This design comes from an exercise in tuning for small area on the open sky130 flow, not from production work.
Function was checked by simulation only, so behaviour that the tests miss may differ from the original.
Power is estimated from default activity; no workload was simulated.

`design.v`:
```
`timescale 1ns / 1ps
module top_module(
    input wire clk,
    input wire rst,
    input wire I2C_SDA_in,
    output wire I2C_SDA_out,
    output wire I2C_SDA_oe,
    input wire dht_in,
    output wire dht_out,
    output wire dht_oe,
    input wire [4:0] BTN,
    output wire I2C_SCL,
    output wire [17:0] LEDR,
    output wire [8:0] LEDG,
    output wire data_out
);
    localparam G2A = 3'd0, G2B = 3'd1, G1 = 3'd2, G1B = 3'd3,
               G3 = 3'd4, G3B = 3'd5, G4 = 3'd6, G4B = 3'd7;
    reg [2:0] g;
    wire ow_act  = (g == G1);
    wire i2c_act = (g == G3);
    wire ws_act  = (g == G4);
    localparam O_IDLE = 4'd0, O_SLOW = 4'd1, O_WHIGH = 4'd2, O_RLOW = 4'd3,
               O_RHIGH = 4'd4, O_READ = 4'd5, O_WCS = 4'd6, O_CS = 4'd7,
               O_DONE = 4'd8;
    reg        Bp;
    reg [3:0]  ost;
    reg [6:0]  cnt;
    reg [5:0]  bc;
    reg [1:0]  rs;
    reg [15:0] sr;
    reg [7:0]  acc;
    reg        M;
    reg        led3;
    wire bc40   = bc[5] & bc[3];
    wire cnt_nz = |cnt;
    assign dht_oe  = ((ost == O_IDLE) & cnt_nz) | ((ost == O_SLOW) & cnt[6]);
    assign dht_out = 1'b0;
    wire din = dht_oe ? 1'b0 : dht_in;
    wire vbit = (cnt > 7'd50);
    wire ow_done = ow_act & Bp & (ost == O_DONE);
    always @(posedge clk or negedge rst) begin
        if (!rst) begin
            Bp <= 1'b0; ost <= O_IDLE; cnt <= 7'd0; bc <= 6'd0; rs <= 2'd0;
            sr <= 16'd0; acc <= 8'd0; M <= 1'b0; led3 <= 1'b0;
        end else if (ow_act) begin
            if (BTN == 5'b00001) Bp <= 1'b1;
            if (Bp) begin
                case (ost)
                    O_IDLE: begin
                        cnt <= cnt + 7'd1;
                        if (cnt > 7'd100) ost <= O_SLOW;
                    end
                    O_SLOW: begin
                        if (cnt > 7'd40) ost <= O_WHIGH;
                        else cnt <= cnt + 7'd1;
                    end
                    O_WHIGH: if (!din) ost <= O_RLOW;
                    O_RLOW: begin
                        if (cnt > 7'd85) begin cnt <= 7'd0; ost <= O_RHIGH; end
                        else cnt <= cnt + 7'd1;
                    end
                    O_RHIGH: begin
                        if (din) begin
                            if (cnt > 7'd85) begin cnt <= 7'd0; ost <= O_READ; end
                            else cnt <= cnt + 7'd1;
                        end else cnt <= 7'd0;
                    end
                    O_READ: begin
                        case (rs)
                            2'd0: if (!din) begin cnt <= 7'd0; rs <= 2'd1; end
                            2'd1: if (din) begin cnt <= 7'd0; rs <= 2'd2; end
                            2'd2: begin
                                if (din) begin
                                    if (cnt != 7'd127) cnt <= cnt + 7'd1;
                                    led3 <= 1'b1;
                                end else begin
                                    if (!bc40) begin
                                        bc <= bc + 6'd1;
                                        if (!bc[5]) acc <= acc + ({7'd0, vbit} << (~bc[2:0]));
                                        else M <= M | (vbit ^ acc[~bc[2:0]]);
                                        if (bc[5:4] == 2'b01) sr <= {sr[14:0], vbit};
                                    end
                                    if (bc == 6'd39) ost <= O_WCS;
                                    cnt <= 7'd0;
                                    rs <= 2'd0;
                                end
                            end
                            default: ;
                        endcase
                    end
                    O_WCS: ost <= O_CS;
                    O_CS: ost <= O_DONE;
                    O_DONE: begin
                        Bp <= 1'b0;
                        cnt <= cnt + 7'd1;
                        if (cnt > 7'd100) begin cnt <= 7'd0; ost <= O_SLOW; end
                    end
                    default: ;
                endcase
            end
        end
    end
    wire [7:0] T = sr[15:8];
    wire [7:0] U = sr[7:0];
    wire ledg_v = bc40 & (ost != O_WCS) & (ost != O_CS) & !((ost == O_DONE) & !cnt_nz);
    assign LEDG[8] = 1'b0;
    assign LEDG[7] = ledg_v & (M | T[7]);
    assign LEDG[6:0] = (ledg_v & !M) ? T[6:0] : 7'd0;
    reg [4:0] st;
    reg [2:0] bn;
    reg [1:0] c;
    reg [3:0] L;
    reg [4:0] idx;
    reg [1:0] blk;
    reg       S;
    reg       so, soe, scl;
    assign I2C_SDA_out = so;
    assign I2C_SDA_oe  = soe;
    assign I2C_SCL     = scl;
    wire sda = soe ? so : I2C_SDA_in;
    localparam [127:0] LINE1 = "N: 10 T: 06 N:25";
    localparam [31:0]  BLK1  = 32'h0228010E;
    wire [7:0] x  = idx[4] ? T : U;
    wire [7:0] q  = x / 8'd10;
    wire [7:0] r  = x % 8'd10;
    wire [7:0] dq = q + 8'd48;
    wire [7:0] dr = r + 8'd48;
    wire is_q = (idx[4:1] == 4'd9) | (idx[4:1] == 4'd6);
    wire is_r = (idx[4:1] == 4'd8) | (idx[4:1] == 4'd5);
    wire [7:0] dd = is_q ? dq : dr;
    localparam [127:0] LINE2 = "Temp: 00.00 oC  ";
    wire [3:0] nib2 = (is_q | is_r) ? (idx[0] ? dd[7:4] : dd[3:0]) : LINE2[{idx, 2'b00} +: 4];
    reg [3:0] nib;
    always @(*) begin
        case (blk)
            2'd0: nib = BLK1[{idx[2:0], 2'b00} +: 4];
            2'd1: nib = LINE1[{idx, 2'b00} +: 4];
            2'd2: nib = idx[0] ? 4'hC : 4'h0;
            default: nib = nib2;
        endcase
    end
    wire [7:0] byte_v = {nib, 1'b1, ~S, 1'b0, blk[0]};
    localparam [7:0] ADDR = 8'h4E;
    wire tick = i2c_act & (c == 2'd1);
    wire i2c_done = tick & (st == 5'd24);
    always @(posedge clk or negedge rst) begin
        if (!rst) begin
            st <= 5'd1; bn <= 3'd7; c <= 2'd0; L <= 4'd0; idx <= 5'd7; blk <= 2'd0;
            S <= 1'b0; so <= 1'b1; soe <= 1'b1; scl <= 1'b1;
        end else if (i2c_act) begin
            c <= c + 2'd1;
            if (c == 2'd1) begin
                case (st)
                    5'd1: begin soe <= 1'b1; so <= 1'b1; scl <= 1'b1; st <= 5'd2; end
                    5'd2: begin so <= 1'b0; st <= 5'd3; end
                    5'd3: begin scl <= 1'b0; st <= 5'd4; end
                    5'd4: begin
                        so <= ADDR[bn];
                        if (bn == 3'd0) st <= 5'd7;
                        else begin st <= 5'd5; bn <= bn - 3'd1; end
                    end
                    5'd5: begin scl <= 1'b1; st <= 5'd6; end
                    5'd6: begin scl <= 1'b0; st <= 5'd4; end
                    5'd7: begin scl <= 1'b1; st <= 5'd8; end
                    5'd8: begin scl <= 1'b0; soe <= 1'b0; if (!sda) st <= 5'd10; end
                    5'd10: begin scl <= 1'b1; if (!sda) st <= 5'd11; end
                    5'd11: begin scl <= 1'b0; if (sda) st <= 5'd12; end
                    5'd12: begin bn <= 3'd7; soe <= 1'b1; st <= 5'd13; end
                    5'd13: begin
                        so <= byte_v[bn];
                        if (bn == 3'd0) st <= 5'd16;
                        else begin st <= 5'd14; bn <= bn - 3'd1; end
                    end
                    5'd14: begin scl <= 1'b1; st <= 5'd15; end
                    5'd15: begin scl <= 1'b0; st <= 5'd13; end
                    5'd16: begin scl <= 1'b1; st <= 5'd17; end
                    5'd17: begin scl <= 1'b0; soe <= 1'b0; if (!sda) st <= 5'd19; end
                    5'd19: begin scl <= 1'b1; if (!sda) st <= 5'd20; end
                    5'd20: begin scl <= 1'b0; if (sda) st <= 5'd22; end
                    5'd22: begin
                        L <= (L == 4'd9) ? 4'd0 : L + 4'd1;
                        if (L == 4'd7) begin
                            if (!S) begin S <= 1'b1; st <= 5'd12; end
                            else if (idx == 5'd0) st <= 5'd23;
                            else begin idx <= idx - 5'd1; S <= 1'b0; st <= 5'd12; end
                        end
                    end
                    5'd23: begin
                        if (blk == 2'd3) st <= 5'd24;
                        else begin
                            blk <= blk + 2'd1;
                            idx <= (blk == 2'd1) ? 5'd1 : 5'd31;
                            S <= 1'b0;
                            st <= 5'd12;
                        end
                    end
                    5'd24: begin
                        st <= 5'd1; soe <= 1'b1; so <= 1'b1; bn <= 3'd7; scl <= 1'b1;
                        idx <= 5'd7; blk <= 2'd0; S <= 1'b0;
                    end
                    default: soe <= 1'b0;
                endcase
            end
        end
    end
    reg        wm;      
    reg [12:0] w;       
    reg        red;
    wire [4:0] wk   = w[4:0];
    wire [4:0] wbit = w[9:5];
    wire [2:0] wled = w[12:10];
    wire cur = red ? (wbit[4:3] == 2'b01) : wbit[4];
    wire [11:0] tv = {4'd0, T} * 12'd100 + {4'd0, U} + 12'd80;
    wire ws_done = ws_act & !wm & (w[9:0] == 10'd0);
    assign data_out = wm & (wk >= 5'd3) & (wk <= (cur ? 5'd11 : 5'd7));
    always @(posedge clk or negedge rst) begin
        if (!rst) begin
            wm <= 1'b0; w <= 13'd805; red <= 1'b0;
        end else if (ws_act) begin
            if (wm) begin
                if (wk == (cur ? 5'd19 : 5'd16)) begin
                    w[4:0] <= 5'd0;
                    if (wbit == 5'd23) begin
                        w[9:5] <= 5'd0;
                        w[12:10] <= wled + 3'd1;
                        if (wled == 3'd7) wm <= 1'b0;
                    end else w[9:5] <= wbit + 5'd1;
                end else w[4:0] <= wk + 5'd1;
            end else begin
                if (w[9:0] == 10'd804) red <= (tv >= 12'd3000);
                if (w[9:0] == 10'd805) begin wm <= 1'b1; w <= 13'd0; end
                else w <= w + 13'd1;
            end
        end
    end
    always @(posedge clk or negedge rst) begin
        if (!rst) g <= G2A;
        else begin
            case (g)
                G2A: g <= G2B;
                G2B: g <= G3;
                G3:  if (i2c_done) g <= G3B;
                G3B: g <= G4;
                G4:  if (ws_done) g <= G4B;
                G4B: g <= G1;
                G1:  if (ow_done) g <= G1B;
                default: g <= G2A;    
            endcase
        end
    end
    assign LEDR[2:0]   = 3'b000;
    assign LEDR[6:3]   = {4{red}};
    assign LEDR[7]     = 1'b0;
    assign LEDR[8]     = (ost != O_IDLE) | cnt_nz;
    assign LEDR[9]     = (rs != 2'd0) | (bc != 6'd0);
    assign LEDR[10]    = rs[1] | (bc != 6'd0);
    assign LEDR[11]    = led3;
    assign LEDR[12]    = bc40;
    assign LEDR[13]    = bc40 & (ost != O_WCS) & (ost != O_CS);
    assign LEDR[14]    = 1'b0;
    assign LEDR[15]    = g[2];
    assign LEDR[16]    = !g[2] & !w[9];
    assign LEDR[17]    = 1'b0;
endmodule
```
`run.sh`:
```
#!/bin/bash
# synth_recipe.tcl (not shown) runs the flow's synth.tcl, then flattens the netlist and writes it again
# the make line also repeats each setting of config.mk as NAME=value (left out here)
make -C /OpenROAD-flow-scripts/flow DESIGN_CONFIG=/design/flow/config.mk WORK_HOME=/design/flow/orfs CLKGATE_MAP_FILE= SYNTH_SCRIPT=/design/flow/synth_recipe.tcl finish
```
`config.mk`:
```
export PLATFORM = sky130hd
export DESIGN_NAME = top_module
export DESIGN_NICKNAME = top_module
export VERILOG_FILES = /design/flow/design.v
export SDC_FILE = /design/flow/constraint.sdc
export NUM_CORES = 4
export LEC_CHECK = 0
export CAP_MARGIN = 20
export CORE_MARGIN = 2
export CORE_UTILIZATION = 40
export SLEW_MARGIN = 20
```
`constraint.sdc`:
```
create_clock -name core_clock -period 10.0 [get_ports {clk}]
set_input_delay 2.0000 -clock core_clock [delete_from_list [all_inputs] [get_ports {clk}]]
set_output_delay 2.0000 -clock core_clock [all_outputs]
set_load 0.01 [all_outputs]
```
==> flow_summary.ini <==
[layout]
diodes = 0
layout-drive-gt1-share_pct = 8.47
area_growth_pct = 8.31
final_area_mm2 = 0.00918
fin_nets = 1142

[critical_path]
r2r_slack_ns = 5.93
slowest_stage = dfstp_2
path_cells = mux2i_1, ha_1, a21o_1, a21oi_1, a31oi_1, nor4_1, clkdlybuf4s50_1
r2r_start = idx[4]$_DFFE_PN0P_
cp-end-kind = output pin
critPathLaunchType = flip-flop
worstPathRequired_ns = 8.00
path_delay_family = flip-flops
r2r-end = so$_DFFE_PN1P_
max_stage_delay_ns = 0.61
arrival_ns = 2.87
crit_type = reg -> out
cp_max_fo = 9
rr_worst_depth = 14
worst-path-buf-inv = 1

[clock_tree]
cts_num_sinks = 89
cts_resized = 0
cts_buffers = 9
clkLatencyLatePin_ns = 0.35
post_cts_buffers = 0
path_clk_slew_ns = 0.06
cts_buffer_depth = 2
cts_tree = done
root_buffer = clkbuf_16
cts_hold_buf = 0
cts_max_level = 3

[pwr]
ir_drop_uv = 77.7
power_leakage_nw = 3.97
powerDensity_mw_per_mm2 = 130

[synth]
synth_area_leaders = dfrtp_1 22%, ha_1 10%, o21ai_0 5.6%, nand2_1 5.1%, a21oi_1 4.8%
ys_seq_area_share_pct = 26.5
synth_top_area_cell = dfrtp_1
synth_commonest_cells = 116 x nand2_1, 95 x o21ai_0, 86 x nor2_1
ys_ff_latch = 89
synth-edff-count = 0
synth.cell_area_mm2 = 0.00847
syn_area_per_cell_um2 = 7.96
synthArstFlopShare_pct = 100
synth_warnings = 1
ys_dominant_reg_cell = dfrtp_1
synth_top_area_share_pct = 21.9
yosysMostFrequentCell = nand2_1
synthDistinctLibCells = 88
synth_cells = 1064

[routing]
routed_via_density = 5.57
first_pass_iters = 5
wirelength_um = 19700
final_antenna_net_count = 0
routedWlPerCell_um = 14.8
via_count = 7447
drc = 0
drt_iter0_markers = 458

[grt]
grt_pass1_wl_um = 34100
grt_max_degree = 66
grt_pass1_vias = 6900
grt.overflow.total = 0
antenna_found_initial = 0
track_usage_pct = 18.4

[hold_path]
hold-path-cell-count = 1
hold_start = c[0]$_DFFE_PN0P_
hold-path-endpoint = c[0]$_DFFE_PN0P_
hold_class = reg -> reg

[die]
fp.dieW_um = 150
rows = 53
die-area_mm2 = 0.0224
die_h_um = 150
coreArea_mm2 = 0.0209
io_pins = 42
start_util_pct = 40.6

[sta]
slew_headroom_pct = 37.2
post-route-period-util_pct = 48.7
grt_setup_unrepaired = no
setup_violations = 0
fin_tns_setup_ns = 0
tightest_slew_ns = 0.916
slew_violations = 0
finalCriticalPeriod_ns = 4.87
clock_skew_ns = 0.00638
hold_viol = 0
max_freq_mhz = 205

[placed_design]
place_congestion = 0.831
hpwl_um = 14400
portBuffers = 33
place_area_mm2 = 0.00890

[run]
maxCapViolations = 0

[run_status]
status = finished clean
how the worst max path moves through the flow:
| stage | start | cells after the start | end | slack, ns |
|---|---|---|---|---|
| 3_5_place_dp | dht_in | 7 | sr[1]$_DFFE_PN0P_ | 5.38 |
| 2_1_floorplan | w[9]$_DFFE_PN1P_ | 7 | data_out | 5.97 |
| 3_3_place_gp | dht_in | 7 | sr[1]$_DFFE_PN0P_ | 5.47 |
| 6_report | w[9]$_DFFE_PN1P_ | 7 | data_out | 5.13 |
| 4_1_cts | w[8]$_DFFE_PN1P_ | 8 | data_out | 5.14 |
| 5_1_grt | w[8]$_DFFE_PN1P_ | 8 | data_out | 4.90 |
sequential cells by signal, indices dropped and copies added, names as in the netlist, 2 cells and up, named ones only:
name and cells:
c 2, w 13, rs 2, g 2
idx 5, bn 3, st 5, blk 2
L 4, bc 6, cnt 7, ost 4
sr 16, acc 8
logic make-up (layout without fill, tap and decap cells):
kind of cell / count (synthesis) / count (layout) / synth area share, %
AND/OR/NAND/NOR: 378 / 378 / 21.9
AO/OA/AOI/OAI: 312 / 312 / 23.3
buffers and inverters: 128 / 119 / 6.58
flip-flops: 89 / 89 / 26.5
adder cells (fa/ha/maj): 76 / 76 / 11.7
multiplexers: 45 / 45 / 6.38
XOR/XNOR: 35 / 35 / 3.62
other: 1 / 8 / 0.0443
final cells by class:
cell class / instances / area [um^2]
repair buffers: 37 / 358
well taps: 275 / 344
multi-input cells: 854 / 5700
fillers: 2088 / 11700
inverters: 66 / 253
clock inverters: 5 / 32.5
flip-flops and latches: 89 / 2250
clock buffers: 11 / 243
per-layer routing:
layer | GRT usage (%) | share of wire [%] | up-vias
met5 | 0 | 0 | -
met3 | 2.26 | 3.2 | 21
met2 | 28.8 | 46 | 146
li1 | - | - | 3801
met1 | 26.3 | 49 | 3479
met4 | 5.90 | 1.4 | 0
layout by cell type, fill, tap and decap left out, types with 6 or more instances in the layout:
cell	instances
a211oi_1	6
a21o_1	11
a21oi_1	81
a22o_1	6
a22oi_1	7
a31o_2	6
a31oi_1	14
and2_1	10
and3_1	12
clkbuf_16	9
clkdlybuf4s50_1	32
conb_1	8
dfrtp_1	74
dfstp_2	15
ha_1	71
inv_1	63
mux2_2	21
mux2i_1	17
nand2_1	116
nand2b_1	24
nand3_1	26
nand4_1	19
nor2_1	86
nor2b_1	22
nor3_1	27
nor4_1	7
o211ai_1	10
o21ai_0	95
o22ai_1	10
o31ai_1	6
xnor2_1	25
xor2_1	10
per-stage QoR:
stage / power, mW / instances / hold WS, ns / setup WS (ns) / utilization, %
2_1_floorplan: 0.775 / 1071 / 0.437 / 5.97 / -
3_3_place_gp: 0.880 / 1321 / 0.468 / 5.47 / 42.6
3_5_place_dp: 0.879 / 1321 / 0.472 / 5.38 / 42.6
4_1_cts: 1.21 / 1337 / 0.485 / 5.14 / 43.9
5_1_grt: 1.29 / 1337 / 0.508 / 4.90 / 43.9
6_report: 1.20 / 1337 / 0.480 / 5.13 / 43.9
worst register-to-register path: stages (launching register included):
cell and delay [ns]:
dfrtp_1 0.32, buf_4 0.37, mux2i_4 0.37, inv_2 0.15, ha_1 0.38, o211ai_1 0.27
o211a_1 0.29, nor4_1 0.09, or4b_4 0.59, a31o_1 0.22, a211oi_2 0.36, xnor2_1 0.12
o221a_1 0.26, nor4_2 0.13, a21oi_1 0.09
power by group:
group	internal [mW]	total (mW)	switching, mW	leakage, nW
Combinational	0.166	0.398	0.232	2.71
Clock	0.174	0.321	0.146	0.128
Sequential	0.401	0.478	0.0770	1.13

-- port drivers added, routing unchanged --
Ports are ideal in the flow. The routed layout listed here was re-timed in OpenROAD. Step 1 (the two cells are an assumption about what drives the block):
set clk [get_ports {clk}]
set_driving_cell -lib_cell sky130_fd_sc_hd__clkbuf_16 $clk
set_driving_cell -lib_cell sky130_fd_sc_hd__buf_2 [delete_from_list [all_inputs] $clk]
Step 2 adds t to the input delays and takes it off the output delays; t is the mean of the earliest and latest rising clock arrival at the registers after step 1. Input paths then give back, and output paths get back, about the clock's delay inside the block. Slacks: ideal / step 1 / step 2; pairs: ideal / step 1.
t (ns): 0.387
setup slack, ns: 5.132 / 5.090 / 5.404
worst setup path at the end: input to register
latest minus earliest clock arrival (ns): 0.008 / 0.008
cell pins on the clock port's net: 1
After both steps setup and hold are still met in this run. The setup slack of this run moves by -0.042 ns with the drivers and by +0.272 ns with both steps.
